This design comes from an exercise in tuning for small area and a short achievable clock period on the open sky130 flow, not from production work. Only simulation tests tie the RTL to the original design; equivalence was not proved. Power is estimated from default activity; no workload was simulated.

== run 1 ==
// convolution
module convolution(
input        clk,
input [71:0] pixel_data_in,
input        pixel_data_valid_in,
output reg [7:0] convolved_data_out,
output reg   convolved_data_valid_out
);
wire [7:0] p0 = pixel_data_in[7:0];
wire [7:0] p1 = pixel_data_in[15:8];
wire [7:0] p2 = pixel_data_in[23:16];
wire [7:0] p3 = pixel_data_in[31:24];
wire [7:0] p5 = pixel_data_in[47:40];
wire [7:0] p6 = pixel_data_in[55:48];
wire [7:0] p7 = pixel_data_in[63:56];
wire [7:0] p8 = pixel_data_in[71:64];
reg [8:0] a, b, c, d;
reg       valid1;
always @(posedge clk) begin
    a <= {1'b0, p0} - {1'b0, p8};
    b <= {1'b0, p6} - {1'b0, p2};
    c <= {1'b0, p3} - {1'b0, p5};
    d <= {1'b0, p1} - {1'b0, p7};
    valid1 <= pixel_data_valid_in;
end
wire [10:0] ae = {{2{a[8]}}, a};
wire [10:0] be = {{2{b[8]}}, b};
wire [10:0] ce = {{2{c[8]}}, c};
wire [10:0] de = {{2{d[8]}}, d};
reg [10:0] gx, gy;
reg        valid2;
always @(posedge clk) begin
    gx <= ae + be + {ce[9:0], 1'b0};
    gy <= ae - be + {de[9:0], 1'b0};
    valid2 <= valid1;
end
wire m64x = &gx[10:6] & ~|gx[5:0];
wire m64y = &gy[10:6] & ~|gy[5:0];
wire bigx = ~(&gx[10:6] | ~|gx[10:6]) | m64x;
wire bigy = ~(&gy[10:6] | ~|gy[10:6]) | m64y;
localparam [895:0] TX_TABLE = 896'h7efdfbf7ef9f3e7cf9f3e7af5ebd78f1e3c76edd3a74e5cb870ddbb66ad5a3466c98b060bd72d58ad5294e992a44480f9d3664b1420302800a308142c64d9d3e811244a993a954ad62d5cbd83062c99b468d5ab66eddc3872e5d3a74eddbc78f1e3d7af5ebe7cf9f3e7cf9fbf7efdfbf;
wire [6:0] tx = TX_TABLE[7*gx[6:0] +: 7];
wire [6:0] xy = gy[6:0] ^ {7{gy[10]}};
wire [7:0] cmp = {1'b0, xy} + {1'b0, ~tx} + {7'b0, gy[10]};
wire is_edge = bigx | bigy | cmp[7];
always @(posedge clk) begin
    convolved_data_out <= {8{is_edge}};
    convolved_data_valid_out <= valid2;
end
endmodule
clock: 5.5 ns
lec_check: 0
cap_margin: 20
core_margin: 2
core_utilization: 40
setup_slack_margin: 3.3
slew_margin: 20
tns_end_percent: 10
standard.sh (not shown) runs the stock make flow with config.mk's settings and CLKGATE_MAP_FILE= SYNTH_SCRIPT=/design/flow/synth_recipe.tcl, a recipe that flattens the netlist after the stock synthesis.
==> flow/flow/run.sh <==
#!/bin/bash
# Own flow: the standard synthesis, then its combinational logic re-mapped by ABC for area
# (registers, their names and cell types kept as the standard synthesis made them), then the
# standard ORFS layout of that netlist with buf_1 port buffers.
set -euo pipefail
W=$PWD
R=orfs/results/sky130hd/convolution/base
YOSYS=$FLOW_HOME/../tools/install/yosys/bin/yosys
[ -x "$YOSYS" ] || YOSYS=yosys
LIB=$FLOW_HOME/platforms/sky130hd/lib/sky130_fd_sc_hd__tt_025C_1v80.lib

bash standard.sh synth > std_synth.log 2>&1
cp $R/1_2_yosys.v std_netlist.v
DU=$(grep -o -- "-dont_use [^ ]*" orfs/logs/sky130hd/convolution/base/1_2_yosys.log | sort -u | tr '\n' ' ')
mv orfs orfs_std

cat > resynth.ys <<EOT
read_liberty -ignore_miss_func $LIB
blackbox sky130_fd_sc_hd__df* sky130_fd_sc_hd__conb_*
read_verilog std_netlist.v
hierarchy -top $FLOW_TOP
flatten
opt_clean -purge
opt -fast
abc -script $W/flow/resynth.abc -liberty $LIB $DU
opt_clean -purge
hilomap -singleton -hicell sky130_fd_sc_hd__conb_1 HI -locell sky130_fd_sc_hd__conb_1 LO
splitnets
opt_clean -purge
stat -liberty $LIB
write_verilog -noattr -noexpr -nohex -nodec resynth.v
EOT
$YOSYS -s resynth.ys > resynth.log 2>&1

bash standard.sh SYNTH_NETLIST_FILES=$W/resynth.v \
  BUFFER_PORTS_ARGS="-buffer_cell sky130_fd_sc_hd__buf_1" RECOVER_POWER=100 finish > flow_layout.log 2>&1
==> flow/flow/resynth.abc <==
strash
ifraig
scorr
dc2
dch -f
map -a
topo
strash
dch -f
map -D 1000
topo
strash
dch -f
map -D 1000
topo
### run 1 -> run 2
# run 1
export LEC_CHECK = 0
export CAP_MARGIN = 20
export CORE_MARGIN = 2
export CORE_UTILIZATION = 40
export SETUP_SLACK_MARGIN = 3.3
export SLEW_MARGIN = 20
export TNS_END_PERCENT = 10
create_clock -name core_clock -period 5.5 [get_ports {clk}]
# run 2
export LEC_CHECK = 0
export CAP_MARGIN = 20
export CORE_MARGIN = 2
export CORE_UTILIZATION = 60
export SETUP_SLACK_MARGIN = 3.2
export SLEW_MARGIN = 20
create_clock -name core_clock -period 5.5 [get_ports {clk}]
--- a/flow/flow/run.sh
+++ b/flow/flow/run.sh
@@ -34,3 +34,3 @@
 
 bash standard.sh SYNTH_NETLIST_FILES=$W/resynth.v \
-  BUFFER_PORTS_ARGS="-buffer_cell sky130_fd_sc_hd__buf_1" RECOVER_POWER=100 finish > flow_layout.log 2>&1
+  BUFFER_PORTS_ARGS="-buffer_cell sky130_fd_sc_hd__buf_1" finish > flow_layout.log 2>&1
## What came out
Part of the power in the clock network delta (run 2 -> run 1): insignificant
Run 2: sequential share of power lower than run 1
The power in combinational cells number comes out higher for run 2 vs run 1.
#### Input delta (run 3 over run 2)
# run 2
export LEC_CHECK = 0
export CAP_MARGIN = 20
export CORE_MARGIN = 2
export CORE_UTILIZATION = 60
export SETUP_SLACK_MARGIN = 3.2
export SLEW_MARGIN = 20
create_clock -name core_clock -period 5.5 [get_ports {clk}]
# run 3
export LEC_CHECK = 0
export CAP_MARGIN = 20
export CORE_MARGIN = 2
export CORE_UTILIZATION = 40
export SETUP_SLACK_MARGIN = 3.3
export SLEW_MARGIN = 20
create_clock -name core_clock -period 5.5 [get_ports {clk}]
Findings:
Against run 2, run 3 reports a final critical-path share of the clock period that is lower. Going from run 2 to run 3, first-iteration DRC count grows by 48. Relative to run 2, the area of the multi-input gates of run 3 is higher by 1.9%.
[inputs] run 4 vs run 3
# run 3
export LEC_CHECK = 0
export CAP_MARGIN = 20
export CORE_MARGIN = 2
export CORE_UTILIZATION = 40
export SETUP_SLACK_MARGIN = 3.3
export SLEW_MARGIN = 20
create_clock -name core_clock -period 5.5 [get_ports {clk}]
# run 4
export LEC_CHECK = 0
export CAP_MARGIN = 20
export CORE_MARGIN = 2
export CORE_UTILIZATION = 40
export SETUP_SLACK_MARGIN = 3.3
export SLEW_MARGIN = 20
export TNS_END_PERCENT = 0
create_clock -name core_clock -period 5.5 [get_ports {clk}]
==> results.txt <==
- Final-layout clock-cell area share sits lower in run 4 than in run 3.
- Run 4 reports a higher via density per instance than run 3 does.
- In run 4 relative to run 3, maximum frequency had gone up slightly.
- Relative to run 3, the met3 wire length measured on run 4 has increased by a little under 10%.
- | average wire per standard cell | run 4 vs run 3 | about 0.8% lower |
[inputs] run 5 vs run 4
# run 4
export LEC_CHECK = 0
export CAP_MARGIN = 20
export CORE_MARGIN = 2
export CORE_UTILIZATION = 40
export SETUP_SLACK_MARGIN = 3.3
export SLEW_MARGIN = 20
export TNS_END_PERCENT = 0
create_clock -name core_clock -period 5.5 [get_ports {clk}]
# run 5
export LEC_CHECK = 0
export CAP_MARGIN = 20
export CORE_MARGIN = 2
export CORE_UTILIZATION = 40
export SLEW_MARGIN = 20
create_clock -name core_clock -period 5.5 [get_ports {clk}]
--- outcome ---
- Comparing run 4 and run 5, the lower design area was measured on run 5.
- Compared run 5 against run 4; non-clock buffering overhead in the final layout within noise.
- Run 5 vs run 4: total internal power down by a few percent
- Run 5 — first-pass GRT wire length about 3.6% higher, run 4 as reference
- Diff run 5..run 4 | final cell count | negligible
- The count of clock-buffer cells in the layout in run 5 sits 1 below the value recorded for run 4.
- Arrival time reported for the critical path endpoint (higher): run 5
- Comparing multi-input gate share of total cell area for run 4 and run 5, the bigger number came from run 4.
- Run 5 vs. run 4: maximum operating frequency went down by 13%.
Inputs modified between run 5 and run 6:
# run 5
export LEC_CHECK = 0
export CAP_MARGIN = 20
export CORE_MARGIN = 2
export CORE_UTILIZATION = 40
export SLEW_MARGIN = 20
create_clock -name core_clock -period 5.5 [get_ports {clk}]
# run 6
export LEC_CHECK = 0
export CAP_MARGIN = 20
export CORE_MARGIN = 2
export CORE_UTILIZATION = 40
export SETUP_SLACK_MARGIN = 3.3
export SLEW_MARGIN = 20
export TNS_END_PERCENT = 10
create_clock -name core_clock -period 5.5 [get_ports {clk}]
### Flow results
Looking at count of TritonRoute iterations in the first routing pass across run 6 and run 5, the one that comes out higher is run 6.
Changes observed in run 6 relative to run 5: clock share of power saw an increase; wire length saw an increase.

-- static timing again, ports no longer ideal --
The results above use ideal ports. As a check the final layouts listed here were re-extracted and re-timed, cells and wires unchanged.
Step 1: set_driving_cell puts a clkbuf_16 on clk and a buf_2 on each other input, an assumption about the parent block.
Step 2, shift: input delay + t, output delay - t, t = (earliest + latest rising clock arrival at the registers) / 2. This alone moves slack from input paths to output paths.
Slacks: no drivers / after step 1 / after step 2; pairs: no drivers / after step 1.
run | shift t [ns] | setup slack, ns | worst setup path after step 2
run 1 | 0.350 | 3.032 / 3.039 / 2.689 | input to register
run 2 | 0.364 | 3.311 / 3.318 / 2.954 | input to register
run 3 | 0.359 | 3.360 / 3.371 / 3.012 | input to register
run 4 | 0.351 | 3.372 / 3.379 / 3.028 | input to register
run 5 | 0.360 | 3.057 / 3.065 / 2.704 | input to register
run 6 | 0.351 | 3.372 / 3.379 / 3.028 | input to register
After both steps every run listed still meets setup and hold. The setup slack of run 2, which loses most, moves by +0.007 ns with the drivers and by -0.357 ns with both steps.
